Source: an optimization exercise on an open RTL-to-GDS flow (aim: small area, a short achievable clock period and few clock cycles per item). Production flows keep margins and buffers that such runs may drop. Only simulation tests tie the RTL to the original design; equivalence was not proved.

Setup of job 101:
Design bitcoin_hash, start of the top module:
module bitcoin_hash (input logic clk, reset_n, start,
                     input logic [15:0] message_addr, output_addr,
                     output logic done, mem_we,
                     output logic [15:0] mem_addr,
                     output logic [31:0] mem_write_data,
                     input logic [31:0] mem_read_data);
Settings: LEC_CHECK=0, CAP_MARGIN=20, CORE_MARGIN=2, CORE_UTILIZATION=40, PLACE_DENSITY=0.6, SETUP_SLACK_MARGIN=5, SLEW_MARGIN=20; clock period 12.0 ns.
run.sh (not shown) runs the stock make flow with config.mk's settings and CLKGATE_MAP_FILE= SYNTH_SCRIPT=/design/flow/synth_recipe.tcl, a recipe that flattens the netlist after the stock synthesis.
Testbench counts of job 101, summed over its fixed seeds: cycles 34,640, jobs 16.
Setup changes, job 101 to job 102
# job 101
export LEC_CHECK = 0
export CAP_MARGIN = 20
export CORE_MARGIN = 2
export CORE_UTILIZATION = 40
export PLACE_DENSITY = 0.6
export SETUP_SLACK_MARGIN = 5
export SLEW_MARGIN = 20
create_clock -name core_clock -period 12.0 [get_ports {clk}]
# job 102
export LEC_CHECK = 0
export CAP_MARGIN = 20
export CORE_MARGIN = 2
export CORE_UTILIZATION = 40
export PLACE_DENSITY = 0.6
export SLEW_MARGIN = 20
create_clock -name core_clock -period 12.0 [get_ports {clk}]
Results
- As far as number of tap cells inserted goes, job 102 and job 101 are indistinguishable; the numbers are identical.
- In terms of final net count, job 101 and job 102 differ only marginally.
- Delta (job 102 minus job 101): post-route clock period utilization moved up; clock buffer and inverter area fraction after layout has remained practically unchanged; share of cell area taken by multi-input logic gates about even; fill cell instance count of the final layout -42.
- On wire length, job 102 and job 101 are neck and neck.
- Measured against each other, job 102 and job 101 differ in first-pass GRT wire length, the higher figure coming from job 101.

## build 65
Another version of the RTL of bitcoin_hash (not shown whole).
Size in the first run: about 6900 cells after synthesis, ~1100 flip-flops, ~56000 sq um of cells after synthesis.
export LEC_CHECK = 0
export ABC_AREA = 1
export CAP_MARGIN = 20
export CORE_MARGIN = 2
export CORE_UTILIZATION = 40
export PLACE_DENSITY = 0.6
export SLEW_MARGIN = 20
create_clock -name core_clock -period 12.0 [get_ports {clk}]
standard.sh (not shown) runs the stock make flow with config.mk's settings and CLKGATE_MAP_FILE= SYNTH_SCRIPT=/design/flow/synth_recipe.tcl, a recipe that flattens the netlist after the stock synthesis.
==> flow/flow/run.sh <==
#!/bin/bash
# Standard ORFS layout (the standard.sh) with two changes to how it is made:
#  - timing repair is asked to overshoot the clock constraint (setup margin 8 ns),
#    so the achieved period comes out as short as the repair can make it;
#  - clock tree: sink clusters of up to 30 flip-flops, clkbuf_8 buffers, no dummy loads.
set -euo pipefail
bash standard.sh SETUP_SLACK_MARGIN=8 \
  "CTS_ARGS=-sink_clustering_enable -repair_clock_nets -sink_clustering_size 30 -buf_list sky130_fd_sc_hd__clkbuf_8 -dont_use_dummy_load" \
  finish > flow_make.log 2>&1
Testbench counts of build 65, summed over its fixed seeds: cycles 34,640, jobs 16.
Input-level comparison between build 74 and build 65:
- swapping 40 for 55 in CORE_UTILIZATION
- swapping 0.6 for 0.7 in PLACE_DENSITY
==> comparison <==
- Register-to-register slack delta (build 74 − build 65): favourable
- The met1 demand-to-capacity share in global routing of build 74 exceeds that of build 65 by 12 points.
- Taking build 65 as the reference, in build 74 shortest clock period the worst path allows after layout now sits lower, global-route total usage across every layer now sits higher.
- NOTE wire length reported by the detailed router build 65->build 74 decreased slightly
- Compared to build 65, build 74 shows a wider setup margin.
- Higher number of cell instances on the worst register-to-register path was reported by build 65, not build 74.
The following lists how build 90 was set up differently from build 74:
- swapping 55 for 65 in CORE_UTILIZATION
- swapping 0.7 for 0.8 in PLACE_DENSITY
Notes after the runs:
- Comparing build 90 and build 74, the one run not ending clean was build 90.
- What ended build 90 was a tool error in global routing (5_1_grt); the run never finished.
- Status: compound-gate portion of the synthesized area parity (build 74, build 90)
- In terms of adder and majority gate portion of the synthesized area, build 90 and build 74 differ only marginally.
- NOTE: post-placement setup slack in build 90 falls short of that of build 74
- [compare] base=build 74 new=build 90: placed instance count shows a reduction of 222, width of the chip lost 7.9%, vertical die dimension went down.
- Taking build 74 as the reference, in build 90 number of setup buffers added after CTS up 6; H-tree depth reported by CTS flat.
diff inputs: build 90 => build 14
- swapping 0.8 for 0.6 in PLACE_DENSITY
- swapping 65 for 40 in CORE_UTILIZATION
- clearing ABC_AREA, which used to be 1
==> flow/flow/run.sh <==
#!/bin/bash
# Standard ORFS layout (the standard.sh), with the timing repair asked to
# overshoot the clock constraint so the achieved period is as short as it can be.
set -euo pipefail
bash standard.sh SETUP_SLACK_MARGIN=8 finish > flow_make.log 2>&1
Findings:
Build 14 closes out successfully: all stages finished, all timing, DRC and antenna checks passed.
Higher XOR/XNOR share of the synthesized area was reported by build 14, not build 90.
In build 14, count of H-tree levels built during CTS is lower than in build 90.
The mapped cell area of build 14 and that of build 90 are within noise of each other.
Going from build 90 to build 14, number of buffers inserted during clock tree synthesis shrank by more than a quarter.
Setup changes, build 14 to build 70
- CORE_UTILIZATION now 55, was 40
- PLACE_DENSITY now 0.7, was 0.6
- ABC_AREA now 1, previously not set
==> flow/flow/run.sh <==
#!/bin/bash
# Standard ORFS layout (the standard.sh) with two changes to how it is made:
#  - timing repair is asked to overshoot the clock constraint (setup margin 7.7 ns),
#    so the achieved period comes out as short as the repair can make it;
#  - clock tree: sink clusters of up to 30 flip-flops, clkbuf_8 buffers, no dummy loads.
set -euo pipefail
bash standard.sh SETUP_SLACK_MARGIN=7.7 \
  "CTS_ARGS=-sink_clustering_enable -repair_clock_nets -sink_clustering_size 30 -buf_list sky130_fd_sc_hd__clkbuf_8 -dont_use_dummy_load" \
  finish > flow_make.log 2>&1
Notes after the runs:
Summary — multiplexer share of the synthesized area, build 70 relative to build 14: lower, by 9.6 points. Compared with build 14, build 70 shows relative area change from synthesis to final layout lower by 17 points. Build 70 has routed length on met2 above what build 14 had. What build 14 reported for number of inserted filler cells in the final layout has to be multiplied by 0.72 to get the figure for build 70. | global-route usage | build 70 vs build 14 | 14 points higher |.

bitcoin_hash again, from the RTL that the note above started with.
clock: 12.0 ns
lec_check: 0
abc_area: 1
cap_margin: 20
core_margin: 2
core_utilization: 55
place_density: 0.7
slew_margin: 20
==> flow/flow/run.sh <==
#!/bin/bash
# Standard ORFS layout (the standard.sh) with three changes to how it is made:
#  - no full-adder extraction in synthesis (ADDER_MAP_FILE empty): the carry-save
#    adders are left to ABC's gate mapping;
#  - timing repair is asked to overshoot the clock constraint (setup margin 8.4 ns),
#    so the achieved period comes out as short as the repair can make it;
#  - clock tree: sink clusters of up to 30 flip-flops, clkbuf_8 buffers, no dummy loads.
set -euo pipefail
bash standard.sh ADDER_MAP_FILE= SETUP_SLACK_MARGIN=8.4 \
  "CTS_ARGS=-sink_clustering_enable -repair_clock_nets -sink_clustering_size 30 -buf_list sky130_fd_sc_hd__clkbuf_8 -dont_use_dummy_load" \
  finish > flow_make.log 2>&1
The starting point ran to the end with no violations.
Testbench counts at the start, summed over its fixed seeds: cycles 34,640, jobs 16.
Next try:
==> flow/flow/run.sh (replaced) <==
#!/bin/bash
# Standard ORFS layout (the standard.sh), with the timing repair asked to
# overshoot the clock constraint so the achieved period is as short as it can be.
set -euo pipefail
bash standard.sh SETUP_SLACK_MARGIN=8 finish > flow_make.log 2>&1
- CORE_UTILIZATION: 55 -> 40
- CTS_BUF_LIST: unset -> sky130_fd_sc_hd__clkbuf_8
- CTS_CLUSTER_SIZE: unset -> 30
- PLACE_DENSITY: 0.7 -> 0.6
Effect: Clock skew goes down by 0.034 ns. Non-clock buffer count goes down by 95. Synthesized cell count goes down by 27%. Final cell count goes down by 19%. Final area goes down by 6.3%. Hold slack improved by 0.0058 ns.
Next try:
==> flow/flow/run.sh (replaced) <==
#!/bin/bash
# Standard ORFS layout (the standard.sh) with three changes to how it is made:
#  - no full-adder extraction in synthesis (ADDER_MAP_FILE empty): the carry-save
#    adders are left to ABC's gate mapping;
#  - timing repair is asked to overshoot the clock constraint (setup margin 8 ns),
#    so the achieved period comes out as short as the repair can make it;
#  - clock tree: sink clusters of up to 30 flip-flops, clkbuf_8 buffers, no dummy loads.
set -euo pipefail
bash standard.sh ADDER_MAP_FILE= SETUP_SLACK_MARGIN=8 \
  "CTS_ARGS=-sink_clustering_enable -repair_clock_nets -sink_clustering_size 30 -buf_list sky130_fd_sc_hd__clkbuf_8 -dont_use_dummy_load" \
  finish > flow_make.log 2>&1
- CORE_UTILIZATION: 40 -> 55
- CTS_BUF_LIST: sky130_fd_sc_hd__clkbuf_8 -> unset
- CTS_CLUSTER_SIZE: 30 -> unset
- PLACE_DENSITY: 0.6 -> 0.7
Final area came out higher by 1.3%.
Critical path depth came out lower by 2.
Via count came out higher by about 33%.
Worst hold slack gains 0.0041 ns.

[port drivers added, routing unchanged]
How much do the figures lean on ideal ports? The routed layouts below were timed once more, with nothing changed but the port constraints.
Step 1 (the two cells are an assumption about what drives the block):
set clk [get_ports {clk}]
set_driving_cell -lib_cell sky130_fd_sc_hd__clkbuf_16 $clk
set_driving_cell -lib_cell sky130_fd_sc_hd__buf_2 [delete_from_list [all_inputs] $clk]
Step 2 times the ports against the registers' clock, not the clock port: input delays grow and output delays shrink by t, the midpoint of the rising clock arrivals with the driver on.
Three values: ideal, step 1, step 2; two values: the first two.
| run | shift t [ns] | slack for setup (ns) | pins driven straight from the clock port |
|---|---|---|---|
| job 101 | 0.811 | 5.325 / 5.325 / 5.325 | 1 |
| job 102 | 0.820 | 4.520 / 4.520 / 4.520 | 1 |
| build 65 | 0.969 | 7.705 / 7.705 / 7.146 | 1 |
| build 74 | 0.921 | 7.752 / 7.752 / 7.233 | 1 |
| build 14 | 0.830 | 7.084 / 7.084 / 6.970 | 1 |
| build 70 | 0.894 | 7.621 / 7.621 / 7.059 | 1 |
| the first run of note 3 | 0.936 | 8.232 / 8.150 / 7.308 | 1 |
| the second run of note 3 | 1.019 | 7.682 / 7.682 / 7.131 | 1 |
| the third run of note 3 | 0.916 | 7.998 / 7.971 / 7.119 | 1 |
After both steps setup and hold are still met in every run listed. The setup slack of the first run of note 3, which loses most, moves by -0.082 ns with the drivers and by -0.924 ns with both steps.
